This design comes from an exercise in tuning for small area, a short achievable clock period and few clock cycles on the open sky130 flow, not from production work.
No functional check of the RTL was part of any run shown here.

==> flow/design.v (outline; a module is shown in full before it is edited, if it fits) <==
// module lzc64: 38 lines
// module mul53: 8947 lines
// module add106: 1258 lines
// module inc52x2: 23 lines
// module DoubleMul: 153 lines
module DoubleMul #(
    parameter bit async_reset = 1'b0
)
(
    input logic i_clk,                                       
    input logic i_nrst,                                      
    input logic i_ena,
    input logic [63:0] i_a,                                  
    input logic [63:0] i_b,                                  
    output logic [63:0] o_res,                               
    output logic o_illegal_op,
    output logic o_overflow,
    output logic o_valid,                                    
    output logic o_busy                                      
);
  // ...
==> flow/run.sh <==
#!/bin/bash
# synth_recipe.tcl (not shown) runs the flow's synth.tcl, then flattens the netlist and writes it again
# the make line also repeats each setting of config.mk as NAME=value (left out here)
make -C /OpenROAD-flow-scripts/flow DESIGN_CONFIG=/design/flow/config.mk WORK_HOME=/design/flow/orfs CLKGATE_MAP_FILE= SYNTH_SCRIPT=/design/flow/synth_recipe.tcl finish
==> flow/config.mk <==
export PLATFORM = sky130hd
export DESIGN_NAME = DoubleMul
export DESIGN_NICKNAME = DoubleMul
export VERILOG_FILES = /design/flow/design.v
export SDC_FILE = /design/flow/constraint.sdc
export NUM_CORES = 8
export LEC_CHECK = 0
export ABC_AREA = 1
export CAP_MARGIN = 40
export CORE_MARGIN = 2
export CORE_UTILIZATION = 45
export PLACE_DENSITY = 0.6
export SETUP_SLACK_MARGIN = 0
export SLEW_MARGIN = 40
==> flow/constraint.sdc <==
create_clock -name core_clock -period 12.0 [get_ports {i_clk}]
set_input_delay 2.4000 -clock core_clock [delete_from_list [all_inputs] [get_ports {i_clk}]]
set_output_delay 2.4000 -clock core_clock [all_outputs]
set_load 0.01 [all_outputs]
==> run_results.csv, run 1 <==
group,metric,value,unit
clock_network,cts_resized,0,
worst_hold_path,hold_depth,1,
global_routing,grt_pass1_vias,80083,
placement,port_buffers,198,
global_routing,top_usage_layer,"met2",
logic_synthesis,synthTopCellsByCount,"inv_1 (1812), xor2_1 (1413), o22ai_1 (1402), nand2_1 (1349), fa_1 (1314)",
final_layout,largestRegisters,"r_s x106, r_c x105, r_nanm x52",
floorplanning,die_area,182000,um^2
logic_synthesis,synth_compound_area_share,15.0,%
logic_synthesis,synth_top_area_share,32.7,%
floorplanning,die-width,426,um
global_routing,grt_pass1_wl,569000,um
floorplanning,rows,155,
logic_synthesis,synthXorXnorAreaFrac,15.5,%
setup_path,arrival,7.64,ns
setup_path,critical_path_class,"reg2out",
route,drt_iter0_drc,12903,
sta,fin_crit_sh,83.6,%
final_layout,filler_cell_count,17504,
logic_synthesis,synth_seq_cells,289,
status,status,"no timing/DRC/antenna violations",
setup_path,r2r_slack,7.44,ns
final_layout,nClkBuffers,56,
sta,relSlewSlack,29.6,%
clock_network,htreeDepth,2,
final_layout,drive_above_1_share,5.30,%
logic_synthesis,synth.area.top_cells,"fa_1 (33%), xor2_1 (15%), o22ai_1 (11%), inv_1 (8.5%), dfxtp_1 (6.8%)",
==> inputs of run 2 (changes only) <==
--- a/flow/config.mk
+++ b/flow/config.mk
@@ -12,3 +12,3 @@
 export PLACE_DENSITY = 0.6
-export SETUP_SLACK_MARGIN = 0
+export SETUP_SLACK_MARGIN = 2
 export SLEW_MARGIN = 40
==> run_results.csv, run 2 <==
group,metric,value,unit
logic_synthesis,yosysWarnings,3,
logic_synthesis,synthTopCellsByCount,"inv_1 (1812), xor2_1 (1413), o22ai_1 (1402), nand2_1 (1349), fa_1 (1314)",
sta,drv_slew,0,
logic_synthesis,synth-edff-count,17,
placement,port_buffers,198,
global_routing,grt_use_met3,20.6,%
setup_path,reg2reg_from,"r_s[48]",
setup_path,critPathMaxStageDelay,0.54,ns
setup_path,end_kind,"primary output",
setup_path,required,9.60,ns
run,drv_cap,0,
sta,setup_viol,0,
clock_network,clkSlewWorstSetupHoldPaths,0.06,ns
final_layout,final_cell_mix,"inv_1 (1775), xor2_1 (1413), o22ai_1 (1402)",
floorplanning,die-width,426,um
floorplanning,initial_core_util,45.2,%
final_layout,seqCellArea,5960,um^2
logic_synthesis,synth_top_area_share,32.7,%
route,antenna_left,0,
global_routing,gr-usage-met1,53.6,%
clock_network,cts.sinks,289,
placement,routabilityCongestion,1.06,
logic_synthesis,synth-simple-area-share,12.6,%
route,wirelength,402000,um
global_routing,overflow,0,
worst_hold_path,hold_path_startpoint,"r_cnt[0]",
clock_network,cts_root_buffer,"clkbuf_16",
route,drc,0,
logic_synthesis,synth_compound_area_share,15.0,%
logic_synthesis,syn_inst,10445,
clock_network,hold_buffers,0,
status,status,"no timing/DRC/antenna violations",
global_routing,use_met2,59.4,%
route,wl_per_cell,32.2,um
clock_network,cts_tree,"yes",
sta,grt_setup_unrepaired,"false",
worst_hold_path,hp-class,"reg2reg",
floorplanning,ios,199,
logic_synthesis,synthAdderAreaFrac,36.4,%
logic_synthesis,synth_top_family_by_area,"adder cells",
final_layout,regMostFlops,"r_s",
logic_synthesis,ys_seq_area_share,7.41,%
logic_synthesis,synth.area.top_cells,"fa_1 (33%), xor2_1 (15%), o22ai_1 (11%), inv_1 (8.5%), dfxtp_1 (6.8%)",
logic_synthesis,yosysMostFrequentCell,"inv_1",
clock_network,post-cts-setup-buffer-count,0,
final_layout,syn2layout_area_growth,6.67,%
final_layout,final_common_cell,"inv_1",
logic_synthesis,synth_top_cell_by_area,"fa_1",
floorplanning,rows,155,
floorplanning,core,178000,um^2
sta,finalSetupTns,0,ns
setup_path,path_cells,"ha_1 -> nand2_1 -> nor2_1 -> nand2_1 -> nor2_1 -> nand3_1 -> nor3_2 -> nand2_2 -> nand2_8 -> nand2_1 -> nand3_1 -> nand2_1 -> nor2_2 -> nand2_2 -> nor2_4 -> nand3_4 -> nor2_2 -> nand2_1 -> nand2_1 -> nand2_1 -> a21oi_1 -> nand2_1 -> nand2_1 -> clkdlybuf4s50_1",
logic_synthesis,async_flop_share,0,%
route,avgViaCountPerCell,6.54,
final_layout,final_nets,11765,
global_routing,grt_start_max_net_pins,87,
sta,fin_crit,9.71,ns
floorplanning,die_height,426,um
clock_network,clockBufferDepth,3,
sta,tightest_slew,1.04,ns
final_layout,multi_input_area,64200,um^2
setup_path,critPathSlowestCell,"clkdlybuf4s50_1",
logic_synthesis,synth_area_per_cell,7.69,um^2
setup_path,path_common_cell,"nand2_1",
global_routing,top_usage_layer,"met2",
final_layout,filler_cell_count,17504,
clock_network,htreeDepth,2,
route,drt_iter0_drc,12941,
sta,hold_viol,0,
sta,fin_worst_skew,0.0297,ns
route,firstDrtPassIters,15,
global_routing,grt_pass1_wl,569000,um
route,vias,81698,
clock_network,cts_inserted_buffers,42,
setup_path,crit_path_start_kind,"flop",
global_routing,grtUsageTotal,43.3,%
final_layout,largestRegisters,"r_s x106, r_c x105, r_nanm x52",
final_layout,largest_reg_flops,106,
logic_synthesis,synth_nets,12125,
floorplanning,die_area,182000,um^2
setup_path,startpoint,"r_s[48]",
sta,relSlewSlack,30.2,%
setup_path,arrival,7.31,ns
logic_synthesis,yosys-mux-area-fraction,0,%
logic_synthesis,ys_types,55,
global_routing,antenna_found_initial,20,
logic_synthesis,synth_seq_cells,289,
setup_path,cp_max_fo,45,
clock_network,clock_latency,0.71,ns
sta,fin_crit_sh,80.9,%
global_routing,grt_pass1_vias,80083,
logic_synthesis,synthXorXnorAreaFrac,15.5,%
logic_synthesis,ys.flop_type,"dfxtp_1",
sta,hold_ws,0.523,ns
final_layout,drive_above_1_share,5.30,%
logic_synthesis,syn_area,80300,um^2
placement,dp_hpwl,270000,um
setup_path,critical_path_class,"reg2out",
sta,fmax,103,MHz
[run 2: changes by cell type in the layout (fill, tap and decap cells not counted)]
cell     delta
diode_2     +2
nand2_2     -1
nand2_8     +1
[run 2: repair_timing]
action,in CTS,in global routing
endpoints found under the hold margin,0,0
setup endpoints to repair,0,8
gates resized for setup,0,2
[run 2: area by class of cell]
cell class | instances | share of cell area [%]
flip-flops and latches | 289 | 6.96
multi-input cells | 7392 | 74.9
repair buffers | 450 | 4.64
well taps | 2355 | 3.44
clock inverters | 19 | 0.254
diodes | 14 | 0.0409
inverters | 1910 | 8.43
clock buffers | 56 | 1.36
[run 2: through the flow]
stage / instance area, um^2 / instances / utilization [%] / worst slack (ns)
after floorplan: 80300 / 10445 / - / 4.53
after global placement: 83900 / 12387 / 47.2 / 2.34
after detailed placement: 84100 / 12390 / 47.3 / 2.35
after CTS: 85500 / 12465 / 48.1 / 2.38
after global routing: 85700 / 12476 / 48.2 / 2.12
final: 85700 / 12485 / 48.2 / 2.29
[run 2: kinds of logic (layout without fill, tap and decap cells)]
| logic type | after synthesis | after routing |
|---|---|---|
| other | 1 | 15 |
| xor gates and xnor gates | 1425 | 1425 |
| AOI/OAI and AO/OA | 2014 | 2014 |
| and+or+nand+nor | 2403 | 2403 |
| DFF | 289 | 289 |
| buffers and inverters | 2764 | 2435 |
| adders and majority gates | 1549 | 1549 |
[run 2: per-layer routing]
metal  vias to the layer above  part of all wire, %
met1                     39421                   36
met3                      2207                   17
met4                        37                  8.5
li1                      32427                    -
met2                      7606                   39
met5                         -                 0.31
[run 2: path summary, 6_finish.rpt]
path | endpoint | slack (ns) | cells past startpoint
min reg2reg | r_cnt[0] | 0.52 | 1
max reg2reg | r_s[77] | 7.78 | 13
max | o_res[43] | 2.29 | 24
min | r_cnt[0] | 0.52 | 1
[run 2: critical path: cells and delay by family, from the launching register on]
| family | cells | cell delay, ns |
|---|---|---|
| compound gates | 1 | 0.11 |
| buf+inv | 1 | 0.54 |
| simple gates | 21 | 4.97 |
| flops | 1 | 0.44 |
| fa+ha+maj | 1 | 0.47 |
==> module DoubleMul, before the edit <==
module DoubleMul #(
    parameter bit async_reset = 1'b0
)
(
    input logic i_clk,                                       
    input logic i_nrst,                                      
    input logic i_ena,
    input logic [63:0] i_a,                                  
    input logic [63:0] i_b,                                  
    output logic [63:0] o_res,                               
    output logic o_illegal_op,
    output logic o_overflow,
    output logic o_valid,                                    
    output logic o_busy                                      
);
logic [10:0] ea, eb;
logic [51:0] fa, fb;
logic sA, sB;
logic ezA, ezB, nanA, nanB, mzA, mzB, zeroA, zeroB;
logic [105:0] ps, pc;
assign sA = i_a[63];
assign sB = i_b[63];
assign ea = i_a[62:52];
assign eb = i_b[62:52];
assign fa = i_a[51:0];
assign fb = i_b[51:0];
assign ezA = ~|ea;
assign ezB = ~|eb;
assign nanA = &ea;
assign nanB = &eb;
assign mzA = ~|fa;
assign mzB = ~|fb;
assign zeroA = ezA & mzA;
assign zeroB = ezB & mzB;
mul53 u_mul (
    .a({~ezA, fa}),
    .b({~ezB, fb}),
    .s(ps),
    .c(pc)
);
logic [51:0] sub;
logic [6:0] lz;
logic [12:0] e0, xe, nsh;
logic [6:0] z;
logic f, nan, zero, slow, rot;
assign sub = ezA ? fa : fb;
lzc64 u_lzc (
    .i_value({sub, 1'b1, 11'd0}),
    .o_lz(lz)
);
assign z = (ezA | ezB) ? lz + 7'd1 : 7'd0;
assign e0 = {2'b00, ea[10:1], ea[0] | ezA} + {2'b00, eb[10:1], eb[0] | ezB} - 13'd1023;
assign xe = e0 - {6'd0, z};                                  
assign f = xe[12] | ~|xe;                                    
assign nsh = xe[12] ? e0 : {6'd0, z};                       
assign nan = nanA | nanB;
assign zero = ~nan & (zeroA | zeroB | (xe[12] & (xe <= 13'h1fca)));  
assign slow = ~nan & ~zero & (|nsh);
assign rot = ~nsh[12];
logic nanZ, sgn;
logic [51:0] nanm;
assign nanZ = (nanA & mzA & ~mzB) | (nanB & mzB & ~mzA);
assign nanm = nanZ ? 52'd0 : {1'b1, (nanA & ~(nanB & sB)) ? i_a[50:0] : i_b[50:0]};
always_comb begin
    if ((nanA & mzA & zeroB) | (nanB & mzB & zeroA)) sgn = 1'b1;
    else if (nanA & ~mzA) sgn = sA | sB;
    else if (nanB & ~mzB) sgn = sB;
    else sgn = sA ^ sB;
end
logic [105:0] r_s, r_c, p;
logic [51:0] r_nanm;
logic [11:0] r_e;
logic r_f, r_nan, r_zero, r_sgn, r_rot, r_busy, r_valid;
logic [6:0] r_cnt;
logic done;
assign done = r_rot ? (r_cnt == 7'd105) : (&r_cnt);
always_ff @(posedge i_clk) begin
    r_nanm <= nanm;
end
always_ff @(posedge i_clk) begin
    if (r_busy) begin
        r_s <= {r_rot & p[0], p[105:1]};
        r_c <= '0;
    end else begin
        r_s <= ps;
        r_c <= pc;
    end
    if (~r_busy) begin
        r_e <= f ? 12'd0 : xe[11:0];
        r_f <= f;
        r_nan <= nan;
        r_zero <= zero;
        r_sgn <= sgn;
        r_rot <= rot;
        r_cnt <= nsh[6:0];
    end else begin
        r_cnt <= r_cnt + 7'd1;
    end
    if (~i_nrst) begin
        r_busy <= 1'b0;
        r_valid <= 1'b0;
    end else if (r_busy) begin
        r_busy <= ~done;
        r_valid <= done;
    end else begin
        r_busy <= i_ena & slow;
        r_valid <= i_ena & ~slow;
    end
end
logic sel, z501, rnd_a, rnd_b, ones_a, ones_b, c_a, c_b, carry, ovf, ovf0, ovf1, b11;
logic [51:0] inc_a, inc_b, m_a, m_b, m_n;
logic [11:0] re1, re2, ealign, eplus;
logic [10:0] e_n;
add106 u_add (
    .a(r_s),
    .b(r_c),
    .s(p),
    .co()
);
inc52x2 u_inc (
    .i_p(p[104:52]),
    .o_a(inc_a),
    .o_b(inc_b)
);
assign sel = p[105] | r_f;
assign z501 = ~|p[50:1];
assign rnd_a = p[52] & ~(z501 & ~p[51] & ~p[53]);
assign rnd_b = p[51] & ~(z501 & ~p[0] & ~p[52]);
assign ones_a = &p[105:53];
assign ones_b = &p[104:52];
assign m_a = rnd_a ? inc_a : p[104:53];
assign m_b = rnd_b ? inc_b : p[103:52];
assign c_a = ones_a & rnd_a;
assign c_b = ones_b & rnd_b;
assign carry = sel ? c_a : c_b;
assign re1 = r_e + 12'd1;
assign re2 = r_e + 12'd2;
assign ovf0 = (r_e >= 12'd2047);
assign ovf1 = (r_e >= 12'd2046);
assign ealign = p[105] ? re1 : r_e;
assign eplus = p[105] ? re2 : re1;
assign ovf = p[105] ? ovf1 : ovf0;
assign b11 = ealign[11];
assign e_n = b11 ? 11'd0 : (ovf ? 11'h7ff : (carry ? eplus[10:0] : ealign[10:0]));
assign m_n = ovf ? 52'd0 : (sel ? m_a : m_b);
assign o_res = {r_sgn,
                r_nan ? 11'h7ff : (r_zero ? 11'd0 : e_n),
                r_nan ? r_nanm : (r_zero ? 52'd0 : m_n)};
assign o_illegal_op = r_nan;
assign o_overflow = ovf;
assign o_valid = r_valid;
assign o_busy = r_busy;
endmodule
==> inputs of run 3 (changes only) <==
--- a/flow/design.v
+++ b/flow/design.v
@@ -8986,4 +8986,3 @@
 endmodule
-module add106 (input logic [105:0] a, input logic [105:0] b, output logic [105:0] s, output logic co);
-logic [105:0] g0, p0;
+module add106pg (input logic [105:0] p0, input logic [105:0] g0, output logic [105:0] s, output logic co);
 logic gg1;
@@ -9561,4 +9560,2 @@
 logic gg339;
-assign g0 = a & b;
-assign p0 = a ^ b;
 assign gg1 = g0[1] | (p0[1] & g0[0]);
@@ -10330,3 +10327,3 @@
 assign nanZ = (nanA & mzA & ~mzB) | (nanB & mzB & ~mzA);
-assign nanm = nanZ ? 52'd0 : {1'b1, (nanA & ~(nanB & sB)) ? i_a[50:0] : i_b[50:0]};
+assign nanm = {1'b1, (nanA & ~(nanB & sB)) ? i_a[50:0] : i_b[50:0]};
 always_comb begin
@@ -10338,3 +10335,4 @@
 logic [105:0] r_s, r_c, p;
-logic [51:0] r_nanm;
+logic [50:0] r_nanm;
+logic r_nanz;
 logic [11:0] r_e;
@@ -10345,3 +10343,4 @@
 always_ff @(posedge i_clk) begin
-    r_nanm <= nanm;
+    r_nanm <= nanm[50:0];
+    r_nanz <= nanZ;
 end
@@ -10352,4 +10351,4 @@
     end else begin
-        r_s <= ps;
-        r_c <= pc;
+        r_s <= ps ^ pc;
+        r_c <= ps & pc;
     end
@@ -10381,5 +10380,5 @@
 logic [10:0] e_n;
-add106 u_add (
-    .a(r_s),
-    .b(r_c),
+add106pg u_add (
+    .p0(r_s),
+    .g0(r_c),
     .s(p),
@@ -10415,3 +10414,3 @@
                 r_nan ? 11'h7ff : (r_zero ? 11'd0 : e_n),
-                r_nan ? r_nanm : (r_zero ? 52'd0 : m_n)};
+                r_nan ? {~r_nanz, r_nanm & {51{~r_nanz}}} : (r_zero ? 52'd0 : m_n)};
 assign o_illegal_op = r_nan;
==> flow/flow/run.sh (new file) <==
#!/bin/bash
set -euo pipefail
export SYNTH_ARGS=-noabc
export BUFFER_PORTS_ARGS="-buffer_cell sky130_fd_sc_hd__buf_4"
bash standard.sh > standard_flow.log 2>&1
==> flow/standard.sh (new file) <==
#!/bin/bash
# synth_recipe.tcl (not shown) runs the flow's synth.tcl, then flattens the netlist and writes it again
# the make line also repeats each setting of config.mk as NAME=value (left out here)
make -C /OpenROAD-flow-scripts/flow DESIGN_CONFIG=/design/flow/config.mk WORK_HOME=/design/flow/orfs CLKGATE_MAP_FILE= SYNTH_SCRIPT=/design/flow/synth_recipe.tcl "${@:-finish}"
--- a/flow/config.mk
+++ b/flow/config.mk
@@ -10,5 +10,5 @@
 export CORE_MARGIN = 2
-export CORE_UTILIZATION = 45
-export PLACE_DENSITY = 0.6
-export SETUP_SLACK_MARGIN = 2
+export CORE_UTILIZATION = 35
+export PLACE_DENSITY = 0.5
+export SETUP_SLACK_MARGIN = 3
 export SLEW_MARGIN = 40
removed: flow/run.sh
==> run_results.csv, run 3 <==
group,metric,value,unit
route,wl_per_cell,34.3,um
logic_synthesis,async_flop_share,0,%
floorplanning,die-width,470,um
sta,relSlewSlack,32.5,%
clock_network,cts_tree,"yes",
floorplanning,die_height,470,um
logic_synthesis,synth_compound_area_share,15.2,%
clock_network,cts_root_buffer,"clkbuf_16",
logic_synthesis,synth_top_family_by_area,"adder cells",
sta,hold_viol,0,
setup_path,path_common_cell,"fa_1",
clock_network,htreeDepth,2,
setup_path,reg2reg_from,"r_s[1]",
final_layout,final_cells,11846,
clock_network,clockBufferDepth,3,
route,drc,0,
final_layout,drive_above_1_share,8.50,%
logic_synthesis,syn_inst,9297,
logic_synthesis,syn_area,76100,um^2
final_layout,syn2layout_area_growth,7.83,%
setup_path,arrival,9.30,ns
logic_synthesis,yosysMostFrequentCell,"nand2_1",
logic_synthesis,yosysWarnings,3,
global_routing,antenna_found_initial,13,
logic_synthesis,synth-simple-area-share,13.9,%
setup_path,critPathMaxStageDelay,0.72,ns
clock_network,clock_latency,0.68,ns
placement,port_buffers,198,
logic_synthesis,synth_nets,10980,
global_routing,grt_start_max_net_pins,84,
sta,fin_crit_sh,73.1,%
route,avgViaCountPerCell,6.40,
logic_synthesis,synthTopCellsByCount,"nand2_1 (1447), xor2_1 (1432), o22ai_1 (1402), fa_1 (1309), clkbuf_1 (693)",
setup_path,r2r-end,"r_s[104]",
setup_path,path_cells,"buf_4 -> nand2_1 -> nand2_2 -> buf_4 -> o22ai_1 -> xor2_1 -> fa_1 -> fa_1 -> fa_1 -> fa_1 -> fa_1 -> fa_1 -> fa_1 -> ha_1 -> nand2_1 -> o21ai_0",
floorplanning,core,217000,um^2
worst_hold_path,hp-class,"reg2reg",
final_layout,regMostFlops,"r_s",
global_routing,grt_pass1_wl,566000,um
final_layout,filler_cell_count,22157,
setup_path,critPathSlowestCell,"nand2_2",
logic_synthesis,synth_top_cell_by_area,"fa_1",
route,antenna_left,0,
sta,fin_worst_skew,0.0497,ns
sta,fin_crit,8.78,ns
sta,hold_ws,0.505,ns
final_layout,final_area,82100,um^2
final_layout,final_nets,10629,
sta,finalSetupTns,0,ns
logic_synthesis,synth.area.top_cells,"fa_1 (34%), xor2_1 (16%), o22ai_1 (12%), nand2_1 (7.1%), dfxtp_1 (7.1%)",
logic_synthesis,yosys-mux-area-fraction,0.0263,%
placement,routabilityCongestion,1.03,
setup_path,cp_max_fo,30,
floorplanning,initial_core_util,35.1,%
global_routing,grtUsageTotal,35.5,%
setup_path,r2r_cells,19,
logic_synthesis,synth-edff-count,17,
setup_path,required,12.53,ns
final_layout,largestRegisters,"r_s x106, r_c x104, r_nanm x51",
clock_network,cts.sinks,288,
logic_synthesis,ys_types,61,
setup_path,end_kind,"flop",
logic_synthesis,synth_seq_cells,288,
run,drv_cap,0,
setup_path,critical_path_class,"in2reg",
logic_synthesis,synthAdderAreaFrac,38.4,%
final_layout,final_common_cell,"nand2_1",
clock_network,hold_buffers,0,
clock_network,clkSlewWorstSetupHoldPaths,0.06,ns
placement,placed_area,80500,um^2
placement,dp_hpwl,277000,um
logic_synthesis,synth_top_area_share,34.4,%
sta,grt_setup_unrepaired,"true",
sta,fin_ws,3.22,ns
logic_synthesis,ys_seq_area_share,7.80,%
final_layout,final_cell_mix,"nand2_1 (1432), xor2_1 (1430), o22ai_1 (1402)",
logic_synthesis,ys.flop_type,"dfxtp_1",
global_routing,grt_pass1_vias,75264,
route,drt_iter0_drc,11106,
logic_synthesis,synth_area_per_cell,8.19,um^2
global_routing,overflow,0,
placement,dp.cells,11747,
floorplanning,ios,199,
setup_path,r2r_slack,8.06,ns
setup_path,crit_path_start_kind,"primary input",
route,firstDrtPassIters,9,
setup_path,setup.worst_path.end,"r_s[63]",
route,vias,75794,
sta,setup_viol,0,
placement,place_ws,2.69,ns
sta,tightest_slew,1.01,ns
route,wirelength,406000,um
logic_synthesis,synthXorXnorAreaFrac,16.7,%
setup_path,startpoint,"i_b[21]",
sta,fmax,114,MHz
sta,drv_slew,0,
clock_network,cts_inserted_buffers,42,
floorplanning,die_area,221000,um^2
status,status,"no timing/DRC/antenna violations",
floorplanning,rows,171,
final_layout,largest_reg_flops,106,
run 3: changes by cell type in the layout (fill, tap and decap cells not counted), moves of 13 or more:
cell / change
xor2_1: +17
clkinv_2: -13
buf_12: +14
buf_4: +190
inv_1: -1148
a21oi_1: -91
clkdlybuf4s50_1: -184
nand3_1: -16
clkinv_1: -18
nand2_1: +88
buf_2: -14
run 3: critical path: cells and delay by family:
| kind | cells | cell delay (ns) |
|---|---|---|
| xor+xnor | 1 | 0.20 |
| fa+ha+maj | 8 | 3.94 |
| simple gates | 3 | 1.10 |
| buf+inv | 2 | 1.28 |
| compound gates | 2 | 0.28 |
run 3: worst min-delay path by stage:
stage	startpoint	end	cells past startpoint
final	r_cnt[0]	r_cnt[0]	1
after global routing	r_cnt[0]	r_cnt[0]	1
after CTS	r_cnt[0]	r_cnt[0]	1
after detailed placement	r_cnt[0]	r_cnt[0]	1
after global placement	r_cnt[0]	r_cnt[0]	1
after floorplan	r_s[0]	r_s[105]	2
run 3: layer usage:
metal | wire length [um] | track usage (%)
met2 | 167000 | 50.9
met1 | 154000 | 45.6
met3 | 54600 | 12.0
met5 | 418 | 0.714
met4 | 30500 | 22.3
run 3: final cells by class:
class                      count  area (um^2)  area share (%)
sequential                   288         5940            7.24
multi-input combinational   7434        64700            78.8
inverter                     731         2760            3.37
antenna                       13         32.5          0.0396
timing repair buffer         449         3710            4.53
clock buffer                  52         1140            1.39
tap                         2854         3570            4.35
clock inverter                25          253           0.308
run 3: stage by stage:
| step | utilization (%) |
|---|---|
| 2_1_floorplan | - |
| 3_3_place_gp | 37.0 |
| 3_5_place_dp | 37.1 |
| 4_1_cts | 37.8 |
| 5_1_grt | 37.9 |
| 6_report | 37.9 |
run 3: what timing repair did:
item / 4_1_cts / 5_1_grt
pin swaps: 1 / 2
setup buffers: 1 / 6
cloned: 0 / 1
endpoints found under the setup margin: 58 / 69
gates resized for setup: 3 / 7
run 3: logic make-up (layout without fill, tap and decap cells):
family / after synthesis / count (layout)
compound gates: 1920 / 1920
xor+xnor: 1450 / 1450
fa+ha+maj: 1552 / 1552
buf+inv: 1576 / 1257
flops: 288 / 288
mux: 2 / 2
other cells: 1 / 14
simple gates: 2508 / 2509
==> inputs of run 4 (changes only) <==
--- a/flow/config.mk
+++ b/flow/config.mk
@@ -12,3 +12,3 @@
 export PLACE_DENSITY = 0.5
-export SETUP_SLACK_MARGIN = 3
+export SETUP_SLACK_MARGIN = 4
 export SLEW_MARGIN = 40
==> run_results.csv, run 4 <==
group,metric,value,unit
run,drv_cap,0,
sta,tightest_slew,1.00,ns
logic_synthesis,yosysWarnings,3,
placement,port_buffers,198,
clock_network,clkSlewWorstSetupHoldPaths,0.06,ns
setup_path,critPathMaxStageDelay,0.65,ns
final_layout,final_nets,10677,
logic_synthesis,yosysMostFrequentCell,"nand2_1",
global_routing,top_usage_layer,"met2",
logic_synthesis,ys_types,61,
final_layout,final_cell_mix,"xor2_1 (1429), nand2_1 (1414), o22ai_1 (1402)",
global_routing,grt_use_met3,12.4,%
sta,fin_crit_sh,67.1,%
sta,setup_viol,0,
route,vias,76068,
setup_path,r2r-end,"r_s[104]",
sta,fin_worst_skew,0.0442,ns
placement,routabilityCongestion,1.03,
logic_synthesis,synthTopCellsByCount,"nand2_1 (1447), xor2_1 (1432), o22ai_1 (1402), fa_1 (1309), clkbuf_1 (693)",
route,wl_per_cell,34.6,um
worst_hold_path,min_to,"r_cnt[0]",
floorplanning,rows,171,
final_layout,syn2layout_area_growth,9.49,%
worst_hold_path,hp-class,"reg2reg",
setup_path,arrival,8.59,ns
final_layout,largest_reg_flops,106,
global_routing,antenna_found_initial,13,
setup_path,r2r_cells,11,
setup_path,critPathSlowestCell,"fa_1",
status,status,"no timing/DRC/antenna violations",
logic_synthesis,syn_area,76100,um^2
global_routing,grtUsageTotal,35.8,%
global_routing,grt_pass1_wl,569000,um
placement,dp_hpwl,277000,um
sta,fin_crit,8.05,ns
final_layout,drive_above_1_share,9.66,%
clock_network,cts_root_buffer,"clkbuf_16",
clock_network,cts.sinks,288,
route,drt_iter0_drc,11616,
clock_network,htreeDepth,2,
setup_path,crit_family,"adder cells",
setup_path,critical_path_class,"in2reg",
logic_synthesis,synth_top_cell_by_area,"fa_1",
sta,finalSetupTns,0,ns
setup_path,r2r_slack,8.47,ns
floorplanning,die_height,470,um
final_layout,final_common_cell,"xor2_1",
global_routing,gr-usage-met1,45.7,%
sta,hold_viol,0,
setup_path,crit_buf_inv,4,
logic_synthesis,syn_inst,9297,
final_layout,regMostFlops,"r_s",
clock_network,cts_inserted_buffers,42,
logic_synthesis,synth_nets,10980,
sta,relSlewSlack,33.0,%
logic_synthesis,async_flop_share,0,%
global_routing,grt_start_max_net_pins,84,
route,wirelength,412000,um
floorplanning,core,217000,um^2
floorplanning,ios,199,
sta,grt_setup_unrepaired,"false",
setup_path,reg2reg_from,"r_s[67]",
worst_hold_path,hold_depth,1,
global_routing,overflow,0,
logic_synthesis,ys_seq_area_share,7.80,%
logic_synthesis,synth_top_area_share,34.4,%
setup_path,crit_path_start_kind,"primary input",
setup_path,crit_cells,17,
sta,hold_ws,0.509,ns
global_routing,grt_pass1_vias,75527,
logic_synthesis,synth_seq_cells,288,
route,firstDrtPassIters,10,
route,antenna_left,0,
setup_path,required,12.54,ns
sta,fmax,124,MHz
clock_network,clockBufferDepth,3,
floorplanning,die_area,221000,um^2
clock_network,clock_latency,0.68,ns
floorplanning,die-width,470,um
route,avgViaCountPerCell,6.40,
clock_network,cts_tree,"yes",
final_layout,largestRegisters,"r_s x106, r_c x104, r_nanm x51",
logic_synthesis,synth-edff-count,17,
route,drc,0,
setup_path,end_kind,"flop",
setup_path,path_cells,"buf_4 -> xnor2_4 -> buf_6 -> buf_4 -> o22ai_1 -> xor2_1 -> fa_1 -> inv_1 -> fa_1 -> fa_1 -> fa_1 -> fa_1 -> fa_1 -> fa_1 -> ha_1 -> nand2_1 -> o21ai_0",
setup_path,path_common_cell,"fa_1",
sta,drv_slew,0,
global_routing,use_met2,51.2,%
floorplanning,initial_core_util,35.1,%
logic_synthesis,ys.flop_type,"dfxtp_1",
logic_synthesis,synth.area.top_cells,"fa_1 (34%), xor2_1 (16%), o22ai_1 (12%), nand2_1 (7.1%), dfxtp_1 (7.1%)",
logic_synthesis,synth_area_per_cell,8.19,um^2
final_layout,post-route-util,38.4,%
setup_path,cp_max_fo,30,
worst_hold_path,hold_path_startpoint,"r_cnt[0]",
==> run 4: changes by cell type in the layout (fill, tap and decap cells not counted), sizes merged <==
cell      delta
buf         +31
clkbuf      +10
clkinv       -1
clkinvlp     +6
diode        -6
inv          -4
nand2        +2
nand3        +1
nor2         +1
o21ai        +2
==> run 4: area by class of cell <==
class / count / area [um^2]
multi-input cells: 7440 / 65100
clock inverters: 25 / 253
well taps: 2854 / 3570
flip-flops and latches: 288 / 5940
repair inverters: 1 / 5.00
diodes: 7 / 17.5
repair buffers: 490 / 4470
fillers: 22094 / 133000
inverters: 731 / 2810
clock buffers: 52 / 1140
==> run 4: worst max path at each step <==
stage | slack, ns | from | end
after floorplan | 4.07 | i_b[15] | r_s[60]
after detailed placement | 2.69 | i_b[21] | r_s[68]
after global placement | 2.64 | i_a[58] | r_e[3]
after global routing | 3.99 | r_s[1] | o_res[3]
after CTS | 3.99 | r_s[1] | o_res[57]
final | 3.95 | i_b[5] | r_s[59]
==> run 4: what timing repair did <==
action                     CTS  global route
hold buffers                 0             0
resized for setup           85           129
hold endpoints to repair     0             0
pin swaps                   12            21
setup buffers               16            26
setup endpoints to repair  170           145
gates cloned                 5             9
==> run 4: worst reg2reg max path: cells and delay by family (launching register included) <==
family          cells  cell delay [ns]
flops               1             0.49
simple gates        7             2.02
buf+inv             3             0.75
compound gates      1             0.12
==> run 4: through the flow <==
step / cells / cell area [um^2] / worst slack, ns
2_1_floorplan: 9297 / 76100 / 4.07
3_3_place_gp: 11738 / 80200 / 2.64
3_5_place_dp: 11747 / 80500 / 2.69
4_1_cts: 11845 / 82400 / 3.99
5_1_grt: 11886 / 83300 / 3.99
6_report: 11888 / 83300 / 3.95
==> run 4: cell families (layout without fill, tap and decap cells) <==
group           after synthesis  count (layout)  synth area share [%]
compound gates             1920            1922                  15.2
xor+xnor                   1450            1450                  16.7
fa+ha+maj                  1552            1552                  38.4
buf+inv                    1576            1299                  7.94
flops                       288             288                  7.80
mux                           2               2                0.0263
other cells                   1               8               0.00493
simple gates               2508            2513                  13.9
==> run 4: metal layers <==
metal / part of all wire [%] / wire length (um)
met3: 14 / 55800
met2: 41 / 168000
met1: 38 / 156000
met4: 7.8 / 31900
met5: 0.14 / 560
==> inputs of run 5 (changes only) <==
--- a/flow/config.mk
+++ b/flow/config.mk
@@ -10,4 +10,4 @@
 export CORE_MARGIN = 2
-export CORE_UTILIZATION = 35
-export PLACE_DENSITY = 0.5
+export CORE_UTILIZATION = 45
+export PLACE_DENSITY = 0.6
 export SETUP_SLACK_MARGIN = 4
==> run_results.csv, run 5 <==
group,metric,value,unit
status,status,"no timing/DRC/antenna violations",
sta,relSlewSlack,36.0,%
logic_synthesis,ys_seq_area_share,7.80,%
final_layout,syn2layout_area_growth,7.85,%
logic_synthesis,synth_area_per_cell,8.19,um^2
setup_path,critical_path_class,"in2reg",
clock_network,clock_latency,0.68,ns
final_layout,largest_reg_flops,106,
logic_synthesis,synthTopCellsByCount,"nand2_1 (1447), xor2_1 (1432), o22ai_1 (1402), fa_1 (1309), clkbuf_1 (693)",
clock_network,cts_root_buffer,"clkbuf_16",
global_routing,grt_pass1_vias,76366,
final_layout,final_area,82100,um^2
logic_synthesis,synthXorXnorAreaFrac,16.7,%
worst_hold_path,hp-class,"reg2reg",
route,avgViaCountPerCell,6.95,
logic_synthesis,syn_area,76100,um^2
setup_path,arrival,8.63,ns
logic_synthesis,synth_top_area_share,34.4,%
logic_synthesis,yosysWarnings,3,
floorplanning,die_height,415,um
floorplanning,rows,150,
placement,port_buffers,198,
global_routing,grtUsageTotal,45.9,%
final_layout,filler_cell_count,16166,
floorplanning,initial_core_util,45.4,%
route,wl_per_cell,36.5,um
clock_network,htreeDepth,2,
final_layout,multi_input_area,65000,um^2
route,antenna_left,0,
final_layout,final_cell_mix,"xor2_1 (1426), nand2_1 (1417), o22ai_1 (1402)",
setup_path,end_kind,"flop",
clock_network,clkSlewWorstSetupHoldPaths,0.06,ns
final_layout,drive_above_1_share,9.16,%
final_layout,largestRegisters,"r_s x106, r_c x104, r_nanm x51",
logic_synthesis,synthAdderAreaFrac,38.4,%
logic_synthesis,yosys-mux-area-fraction,0.0263,%
global_routing,grt_start_max_net_pins,87,
sta,fmax,123,MHz
sta,fin_ws,3.88,ns
sta,finalSetupTns,0,ns
clock_network,hold_buffers,0,
placement,dp_hpwl,273000,um
logic_synthesis,ys.flop_type,"dfxtp_1",
final_layout,seqCellArea,5940,um^2
clock_network,cts.sinks,288,
sta,tightest_slew,0.961,ns
global_routing,overflow,0,
logic_synthesis,synth-simple-area-share,13.9,%
floorplanning,die-width,415,um
logic_synthesis,yosysMostFrequentCell,"nand2_1",
logic_synthesis,synth_compound_area_share,15.2,%
floorplanning,ios,199,
setup_path,crit_path_start_kind,"primary input",
sta,grt_setup_unrepaired,"true",
floorplanning,core,168000,um^2
setup_path,cp_max_fo,24,
sta,drv_slew,0,
run,drv_cap,0,
logic_synthesis,async_flop_share,0,%
final_layout,regMostFlops,"r_s",
floorplanning,die_area,172000,um^2
route,drt_iter0_drc,13184,
route,firstDrtPassIters,12,
global_routing,antenna_found_initial,19,
sta,fin_worst_skew,0.0388,ns
sta,fin_crit_sh,67.7,%
logic_synthesis,syn_inst,9297,
final_layout,final_nets,10652,
sta,fin_crit,8.12,ns
sta,hold_ws,0.508,ns
final_layout,final_common_cell,"xor2_1",
sta,hold_viol,0,
clock_network,cts_tree,"yes",
logic_synthesis,synth_top_cell_by_area,"fa_1",
route,drc,0,
setup_path,required,12.51,ns
logic_synthesis,synth.area.top_cells,"fa_1 (34%), xor2_1 (16%), o22ai_1 (12%), nand2_1 (7.1%), dfxtp_1 (7.1%)",
logic_synthesis,synth-edff-count,17,
route,vias,77928,
logic_synthesis,synth_top_family_by_area,"adder cells",
logic_synthesis,synth_seq_cells,288,
logic_synthesis,ys_types,61,
placement,place_ws,2.72,ns
placement,routabilityCongestion,1.08,
clock_network,cts_inserted_buffers,39,
logic_synthesis,synth_nets,10980,
global_routing,grt_pass1_wl,569000,um
placement,placed_area,79500,um^2
clock_network,clockBufferDepth,3,
route,wirelength,409000,um
sta,setup_viol,0,
-- run 5: cell types whose count changed in the layout (fill, tap and decap cells not counted), moves of 7 or more --
| cell | previous run | this run |
|---|---|---|
| buf_4 | 399 | 391 |
| clkbuf_16 | 49 | 41 |
| clkinv_2 | 20 | 10 |
| inv_2 | 76 | 66 |
| inv_4 | 3 | 19 |
| nand3_1 | 368 | 375 |
-- run 5: path summary, 6_finish.rpt --
kind | startpoint | endpoint | slack [ns] | cells after the start
worst max-delay path | i_b[43] | r_s[55] | 3.88 | 16
worst min-delay path | r_cnt[0] | r_cnt[0] | 0.51 | 1
worst max register to register | r_s[65] | r_s[104] | 8.52 | 11
worst min register to register | r_cnt[0] | r_cnt[0] | 0.51 | 1
-- run 5: what timing repair did --
| action | CTS | global route |
|---|---|---|
| gates resized for setup | 68 | 105 |
| setup endpoints to repair | 171 | 137 |
| buffers inserted | 16 | 27 |
| pin swaps | 11 | 15 |
| cloned | 4 | 3 |
-- run 5: per-layer routing --
layer  wire length [um]  track usage, %  vias to the layer above
met1             148000            57.7                    38103
met4              32800            27.3                       29
met3              70700            23.5                     2019
met5                398           0.556                        -
met2             157000            62.1                     7602
li1                   -               -                    30175
-- run 5: final cells by class --
| type | instances | area share [%] |
|---|---|---|
| clock inverter | 20 | 0.363 |
| inverter | 731 | 3.49 |
| timing repair buffer | 472 | 5.14 |
| clock buffer | 49 | 1.25 |
| multi-input combinational | 7437 | 79.1 |
| sequential | 288 | 7.24 |
| antenna | 10 | 0.0305 |
| tap | 2204 | 3.36 |
-- run 5: critical path, stage by stage --
cell	delay (ns)
buf_4	0.35
clkinv_1	0.50
o21ai_4	0.30
buf_4	0.45
o22ai_1	0.15
xor2_1	0.20
fa_1	0.53
fa_1	0.58
fa_1	0.45
fa_1	0.55
fa_1	0.47
fa_1	0.58
fa_1	0.58
ha_1	0.32
nand2_1	0.07
o21ai_0	0.08
-- run 5: cell families after synthesis --
kind of cell | after synthesis
other cells | 1
mux | 2
fa+ha+maj | 1552
xor+xnor | 1450
flops | 288
simple gates | 2508
compound gates | 1920
buf+inv | 1576
-- run 5: stage by stage --
stage	std cells	util [%]
5_1_grt	11204	49.0
2_1_floorplan	9297	-
6_report	11211	49.0
3_5_place_dp	11081	47.4
4_1_cts	11170	48.6
3_3_place_gp	11075	47.3
==> inputs of run 6 (changes only) <==
--- a/flow/config.mk
+++ b/flow/config.mk
@@ -10,5 +10,5 @@
 export CORE_MARGIN = 2
-export CORE_UTILIZATION = 45
-export PLACE_DENSITY = 0.6
-export SETUP_SLACK_MARGIN = 4
+export CORE_UTILIZATION = 35
+export PLACE_DENSITY = 0.5
+export SETUP_SLACK_MARGIN = 4.5
 export SLEW_MARGIN = 40
==> run_results.csv, run 6 <==
group,metric,value,unit
floorplanning,die_height,470,um
final_layout,final_area,87800,um^2
route,wl_met2,170000,um
final_layout,regMostFlops,"r_s",
logic_synthesis,yosysMostFrequentCell,"nand2_1",
global_routing,grtUsageTotal,37.3,%
route,drt_iter0_drc,13026,
setup_path,end_kind,"flop",
sta,tightest_slew,1.01,ns
floorplanning,die_area,221000,um^2
route,wl_met3,65600,um
logic_synthesis,synth.area.top_cells,"fa_1 (34%), xor2_1 (16%), o22ai_1 (12%), nand2_1 (7.1%), dfxtp_1 (7.1%)",
logic_synthesis,synth-edff-count,17,
route,wirelength,434000,um
route,drc,0,
setup_path,cp_max_fo,30,
global_routing,grt_start_max_net_pins,103,
setup_path,arrival,8.13,ns
final_layout,syn2layout_area_growth,15.3,%
clock_network,clockBufferDepth,3,
setup_path,crit_path_start_kind,"primary input",
global_routing,grt_pass1_vias,77020,
final_layout,post-route-util,40.5,%
clock_network,cts_inserted_buffers,43,
clock_network,htreeDepth,2,
final_layout,largest_reg_flops,106,
final_layout,final_nets,10797,
clock_network,hold_buffers,0,
logic_synthesis,synth_top_area_share,34.4,%
sta,hold_viol,0,
logic_synthesis,yosysWarnings,3,
clock_network,clock_latency,0.71,ns
sta,fmax,132,MHz
clock_network,cts_root_buffer,"clkbuf_16",
logic_synthesis,async_flop_share,0,%
route,vias,79126,
sta,grt_setup_unrepaired,"true",
placement,port_buffers,198,
setup_path,critical_path_class,"in2reg",
route,antenna_left,0,
sta,relSlewSlack,32.9,%
run,drv_cap,0,
clock_network,clkSlewWorstSetupHoldPaths,0.06,ns
worst_hold_path,hp-class,"reg2reg",
final_layout,largestRegisters,"r_s x106, r_c x104, r_nanm x51",
floorplanning,die-width,470,um
logic_synthesis,ys.flop_type,"dfxtp_1",
global_routing,grt_pass1_wl,591000,um
floorplanning,initial_core_util,35.1,%
final_layout,drive_above_1_share,14.0,%
logic_synthesis,ys_types,61,
final_layout,final_cell_mix,"xor2_1 (1423), o22ai_1 (1396), fa_1 (1309)",
floorplanning,rows,171,
floorplanning,core,217000,um^2
route,maxUsedRoutingLayer,"met5",
final_layout,final_common_cell,"xor2_1",
sta,drv_slew,0,
sta,fin_worst_skew,0.0476,ns
logic_synthesis,synthTopCellsByCount,"nand2_1 (1447), xor2_1 (1432), o22ai_1 (1402), fa_1 (1309), clkbuf_1 (693)",
logic_synthesis,synth_nets,10980,
status,status,"no timing/DRC/antenna violations",
global_routing,antenna_found_initial,24,
logic_synthesis,syn_area,76100,um^2
route,avgViaCountPerCell,6.58,
logic_synthesis,ys_seq_area_share,7.80,%
placement,dp_hpwl,277000,um
route,drt-met1-wl,158000,um
sta,setup_viol,0,
clock_network,cts.sinks,288,
route,wl_per_cell,36.1,um
floorplanning,ios,199,
logic_synthesis,synth_top_cell_by_area,"fa_1",
sta,finalSetupTns,0,ns
clock_network,cts_tree,"yes",
route,firstDrtPassIters,14,
global_routing,overflow,0,
logic_synthesis,syn_inst,9297,
placement,routabilityCongestion,1.00,
logic_synthesis,synth_seq_cells,288,
sta,fin_crit_sh,63.0,%
logic_synthesis,synth_area_per_cell,8.19,um^2
sta,fin_crit,7.56,ns
placement,placed_area,80300,um^2
setup_path,required,12.57,ns
run 6: cell counts after synthesis:
Identical to the previous run, type by type.
run 6: cell families (layout without fill, tap and decap cells):
logic type / after synthesis / after routing / synth area share (%)
AO/OA/AOI/OAI: 1920 / 1923 / 15.2
XOR/XNOR: 1450 / 1450 / 16.7
adder cells (fa/ha/maj): 1552 / 1552 / 38.4
buffers and inverters: 1576 / 1413 / 7.94
flip-flops: 288 / 288 / 7.80
multiplexers: 2 / 2 / 0.0263
other: 1 / 21 / 0.00493
AND/OR/NAND/NOR: 2508 / 2520 / 13.9
run 6: metal layers:
layer  vias to the layer above  global-route usage (%)
met5                         -                    1.23
met4                        25                    25.7
met2                      7348                    51.4
li1                      30546                       -
met1                     39124                    46.4
met3                      2083                    16.0
run 6: path summary, 6_finish.rpt:
path / startpoint / to / slack, ns / cells after the start
worst min-delay path: r_cnt[0] / r_cnt[0] / 0.51 / 1
worst max-delay path: i_b[0] / r_s[44] / 4.44 / 17
worst max register to register: r_s[69] / r_s[104] / 8.76 / 12
worst min register to register: r_cnt[0] / r_cnt[0] / 0.51 / 1
run 6: through the flow:
step	setup slack [ns]	cells	hold slack, ns
after floorplan	4.46	9297	0.429
final	4.44	12023	0.508
after CTS	4.34	11909	0.515
after global placement	2.72	11716	0.488
after global routing	4.37	12009	0.556
after detailed placement	2.79	11726	0.497
run 6: critical path, cell delays in order:
cell     delay, ns
buf_4         0.21
inv_4         0.27
buf_16        0.25
nand2_8       0.19
buf_12        0.27
o22ai_1       0.17
xor2_1        0.21
fa_1          0.52
fa_1          0.51
fa_1          0.52
fa_1          0.54
fa_1          0.46
fa_1          0.49
fa_1          0.55
ha_1          0.32
nand2_1       0.06
o21ai_0       0.08
run 6: layout make-up:
type	count	area (um^2)
Antenna cell	20	50.0
Clock inverter	27	388
Timing Repair inverter	3	21.3
Multi-Input combinational cell	7448	66800
Inverter	731	3040
Tap cell	2854	3570
Timing Repair Buffer	599	6840
Fill cell	21624	129000
Sequential cell	288	5950
Clock buffer	53	1160
run 6: timing repair:
item                       in CTS  in global routing
gates resized for setup       507                405
cloned                         31                 20
pin swaps                     134                142
setup endpoints to repair     214                156
setup buffers                  72                 74
==> inputs of run 7 (changes only) <==
--- a/flow/design.v
+++ b/flow/design.v
@@ -8986,3 +8986,4 @@
 endmodule
-module add106pg (input logic [105:0] p0, input logic [105:0] g0, output logic [105:0] s, output logic co);
+module add106 (input logic [105:0] a, input logic [105:0] b, output logic [105:0] s, output logic co);
+logic [105:0] g0, p0;
 logic gg1;
@@ -9560,2 +9561,4 @@
 logic gg339;
+assign g0 = a & b;
+assign p0 = a ^ b;
 assign gg1 = g0[1] | (p0[1] & g0[0]);
@@ -10241,25 +10244,2 @@
 endmodule
-module inc52x2 (input logic [52:0] i_p, output logic [51:0] o_a, output logic [51:0] o_b);
-logic [52:0] t [0:6];
-always_comb begin
-    t[0] = i_p;
-    for (int k = 0; k < 6; k++) begin
-        t[k+1] = t[k];
-        for (int i = 1; i < 53; i++) begin
-            if (((i - 1) >> k) & 1) begin
-                t[k+1][i] = t[k][i] & t[k][(((i - 1) >> k) << k)];
-            end
-        end
-    end
-end
-assign o_a[0] = ~i_p[1];
-assign o_b[0] = ~i_p[0];
-assign o_b[1] = i_p[1] ^ i_p[0];
-for (genvar i = 1; i < 52; i++) begin: g_a
-    assign o_a[i] = i_p[i+1] ^ t[6][i];
-end
-for (genvar i = 2; i < 52; i++) begin: g_b
-    assign o_b[i] = i_p[i] ^ (t[6][i-1] & i_p[0]);
-end
-endmodule
 `timescale 1ns/10ps
@@ -10351,4 +10331,4 @@
     end else begin
-        r_s <= ps ^ pc;
-        r_c <= ps & pc;
+        r_s <= ps;
+        r_c <= pc;
     end
@@ -10376,9 +10356,10 @@
 end
-logic sel, z501, rnd_a, rnd_b, ones_a, ones_b, c_a, c_b, carry, ovf, ovf0, ovf1, b11;
-logic [51:0] inc_a, inc_b, m_a, m_b, m_n;
+logic sel, z501, rnd, ones, carry, ovf, ovf0, ovf1, b11;
+logic [53:0] q;
+logic [51:0] inc, m_n;
 logic [11:0] re1, re2, ealign, eplus;
 logic [10:0] e_n;
-add106pg u_add (
-    .p0(r_s),
-    .g0(r_c),
+add106 u_add (
+    .a(r_s),
+    .b(r_c),
     .s(p),
@@ -10386,18 +10367,9 @@
 );
-inc52x2 u_inc (
-    .i_p(p[104:52]),
-    .o_a(inc_a),
-    .o_b(inc_b)
-);
 assign sel = p[105] | r_f;
 assign z501 = ~|p[50:1];
-assign rnd_a = p[52] & ~(z501 & ~p[51] & ~p[53]);
-assign rnd_b = p[51] & ~(z501 & ~p[0] & ~p[52]);
-assign ones_a = &p[105:53];
-assign ones_b = &p[104:52];
-assign m_a = rnd_a ? inc_a : p[104:53];
-assign m_b = rnd_b ? inc_b : p[103:52];
-assign c_a = ones_a & rnd_a;
-assign c_b = ones_b & rnd_b;
-assign carry = sel ? c_a : c_b;
+assign q = sel ? p[105:52] : p[104:51];                     
+assign rnd = q[0] & ~(z501 & ~(sel ? p[51] : p[0]) & ~q[1]);
+assign ones = &q[53:1];
+assign inc = q[52:1] + 52'd1;
+assign carry = ones & rnd;
 assign re1 = r_e + 12'd1;
@@ -10411,3 +10383,3 @@
 assign e_n = b11 ? 11'd0 : (ovf ? 11'h7ff : (carry ? eplus[10:0] : ealign[10:0]));
-assign m_n = ovf ? 52'd0 : (sel ? m_a : m_b);
+assign m_n = ovf ? 52'd0 : (rnd ? inc : q[52:1]);
 assign o_res = {r_sgn,
--- a/flow/config.mk
+++ b/flow/config.mk
@@ -10,4 +10,4 @@
 export CORE_MARGIN = 2
-export CORE_UTILIZATION = 35
-export PLACE_DENSITY = 0.5
+export CORE_UTILIZATION = 45
+export PLACE_DENSITY = 0.6
 export SETUP_SLACK_MARGIN = 4.5
==> run_results.csv, run 7 <==
group,metric,value,unit
placement,place_ws,2.94,ns
route,firstDrtPassIters,14,
clock_network,cts_inserted_buffers,42,
sta,fmax,132,MHz
worst_hold_path,hold_depth,1,
clock_network,clockBufferDepth,3,
placement,port_buffers,198,
final_layout,final_common_cell,"xor2_1",
setup_path,critical_path_class,"in2reg",
placement,dp_hpwl,257000,um
clock_network,cts_root_buffer,"clkbuf_16",
clock_network,clock_latency,0.69,ns
setup_path,end_kind,"flop",
route,vias,76955,
logic_synthesis,yosysWarnings,1,
final_layout,largestRegisters,"r_s x106, r_c x105, r_nanm x51",
status,status,"no timing/DRC/antenna violations",
global_routing,antenna_found_initial,25,
logic_synthesis,synth_top_cell_by_area,"fa_1",
logic_synthesis,synth_seq_cells,289,
logic_synthesis,ys_seq_area_share,7.89,%
global_routing,grtUsageTotal,43.5,%
logic_synthesis,async_flop_share,0,%
final_layout,final_cell_mix,"xor2_1 (1416), o22ai_1 (1403), fa_1 (1313)",
sta,tightest_slew,0.975,ns
floorplanning,core,167000,um^2
sta,relSlewSlack,35.0,%
sta,setup_viol,0,
floorplanning,initial_core_util,45.2,%
global_routing,grt_start_max_net_pins,80,
final_layout,largest_reg_flops,106,
logic_synthesis,synth_nets,10776,
route,antenna_left,0,
floorplanning,die-width,414,um
logic_synthesis,synthTopCellsByCount,"xor2_1 (1425), o22ai_1 (1404), fa_1 (1315), nand2_1 (1295), inv_1 (667)",
sta,fin_crit_sh,63.2,%
logic_synthesis,yosysMostFrequentCell,"xor2_1",
logic_synthesis,synth_top_area_share,34.9,%
worst_hold_path,hp-class,"reg2reg",
setup_path,r2r_slack,8.76,ns
floorplanning,die_height,414,um
sta,drv_slew,0,
setup_path,arrival,8.10,ns
final_layout,final_cells,11151,
final_layout,final_nets,10577,
logic_synthesis,ys_types,59,
logic_synthesis,syn_inst,9100,
sta,grt_setup_unrepaired,"true",
clock_network,cts.sinks,289,
final_layout,regMostFlops,"r_s",
run,drv_cap,0,
setup_path,r2r_cells,16,
setup_path,cp_max_fo,25,
final_layout,drive_above_1_share,15.2,%
sta,fin_ws,4.41,ns
placement,routabilityCongestion,1.08,
floorplanning,rows,150,
sta,finalSetupTns,0,ns
clock_network,htreeDepth,2,
sta,fin_worst_skew,0.0596,ns
route,wirelength,386000,um
placement,dp.cells,10890,
logic_synthesis,synth.area.top_cells,"fa_1 (35%), xor2_1 (17%), o22ai_1 (12%), dfxtp_1 (7.2%), nand2_1 (6.4%)",
setup_path,crit_path_start_kind,"primary input",
logic_synthesis,synth-edff-count,17,
logic_synthesis,ys.flop_type,"dfxtp_1",
global_routing,grt_pass1_vias,75671,
route,drt_iter0_drc,11877,
clock_network,cts_tree,"yes",
clock_network,clkSlewWorstSetupHoldPaths,0.06,ns
route,drc,0,
floorplanning,ios,199,
floorplanning,die_area,171000,um^2
setup_path,required,12.51,ns
route,avgViaCountPerCell,6.90,
global_routing,grt_pass1_wl,536000,um
logic_synthesis,synth_area_per_cell,8.30,um^2
logic_synthesis,syn_area,75500,um^2
sta,hold_viol,0,
sta,fin_crit,7.59,ns
route,wl_per_cell,34.7,um
final_layout,syn2layout_area_growth,13.3,%
global_routing,overflow,0,
-- run 7: changes by cell type in the layout (fill, tap and decap cells not counted), moves of 31 or more --
cell     before   now
buf_4       338   389
ha_1        233   191
nand3_1     314   232
nand2_1    1275  1131
dfxtp_1     264   233
-- run 7: timing repair --
action	4_1_cts	5_1_grt
endpoints found under the setup margin	186	174
gates resized for setup	373	513
pin swaps	117	167
cloned	12	14
buffers inserted	58	85
hold buffers	0	0
-- run 7: logic make-up (layout without fill, tap and decap cells) --
family	after synthesis	count (layout)	share of synthesized area (%)
AND/OR/NAND/NOR	2291	2302	13.0
AO/OA/AOI/OAI	1946	1947	15.5
buffers and inverters	1575	1397	8.06
adder cells (fa/ha/maj)	1545	1545	38.7
XOR/XNOR	1451	1451	16.8
flip-flops	289	289	7.89
multiplexers	2	2	0.0265
other	1	14	0.00497
-- run 7: final cells by class --
cell class | instances | area, um^2
Sequential cell | 289 | 6020
Fill cell | 15614 | 81400
Tap cell | 2204 | 2760
Inverter | 739 | 2900
Timing Repair Buffer | 581 | 5830
Antenna cell | 13 | 32.5
Clock inverter | 25 | 267
Multi-Input combinational cell | 7248 | 66500
Clock buffer | 52 | 1150
-- run 7: stage by stage --
step / hold WS [ns] / instance area (um^2) / utilization (%)
finish: 0.515 / 85500 / 51.2
floorplan: 0.475 / 75500 / -
detailed placement: 0.510 / 78700 / 47.2
CTS: 0.524 / 82300 / 49.3
global route: 0.571 / 85500 / 51.2
global placement: 0.503 / 78500 / 47.1
-- run 7: critical path: stages --
cell,delay (ns)
buf_4,0.29
clkinvlp_4,0.34
o21ai_4,0.24
buf_8,0.25
buf_6,0.34
o22ai_1,0.14
xor2_1,0.19
fa_1,0.51
fa_1,0.53
fa_1,0.54
fa_1,0.54
fa_1,0.46
fa_1,0.50
fa_1,0.55
nor2_1,0.15
a31oi_1,0.05
-- run 7: metal layers --
metal  GRT usage (%)  wire [um]
met5            2.35       1100
met4            25.5      29400
met3            23.5      66900
met2            59.7     152000
met1            53.3     137000
-- run 7: worst paths after layout --
| path | start | endpoint |
|---|---|---|
| setup / recovery | i_b[11] | r_s[48] |
| hold / removal | r_cnt[0] | r_cnt[0] |
| setup reg to reg | r_s[22] | r_s[64] |
| hold reg to reg | r_cnt[0] | r_cnt[0] |

==> static timing again, ports no longer ideal <==
The results above use ideal ports. As a check the final layouts listed here were re-extracted and re-timed, cells and wires unchanged.
Step 1, drivers: a clkbuf_16 drives i_clk and a buf_2 each remaining input, both assumed.
Step 2 adds t to the input delays and takes it off the output delays; t is the mean of the earliest and latest rising clock arrival at the registers after step 1. Input paths then give back, and output paths get back, about the clock's delay inside the block.
a / b / c = no drivers / after step 1 / after step 2; a / b = the first two.
run	shift t [ns]	setup slack, ns	worst setup path at the end	clock arrival spread, ns	slew at the worst register clock pin (ns)
run 1	0.760	1.962 / 1.895 / 1.592	input to register	0.037 / 0.037	0.07 / 0.07
run 2	0.760	2.292 / 2.226 / 1.628	input to register	0.030 / 0.030	0.07 / 0.07
run 3	0.746	3.223 / 3.240 / 2.538	input to register	0.049 / 0.050	0.07 / 0.07
run 4	0.746	3.951 / 4.007 / 3.261	input to register	0.044 / 0.044	0.07 / 0.07
run 5	0.718	3.881 / 3.914 / 3.196	input to register	0.039 / 0.039	0.07 / 0.07
run 6	0.775	4.438 / 4.172 / 3.397	input to register	0.047 / 0.048	0.08 / 0.08
run 7	0.728	4.411 / 4.368 / 3.728	input to register	0.061 / 0.061	0.08 / 0.08
After both steps every run listed still meets setup and hold. The setup slack of run 6, which loses most, moves by -0.266 ns with the drivers and by -1.041 ns with both steps.
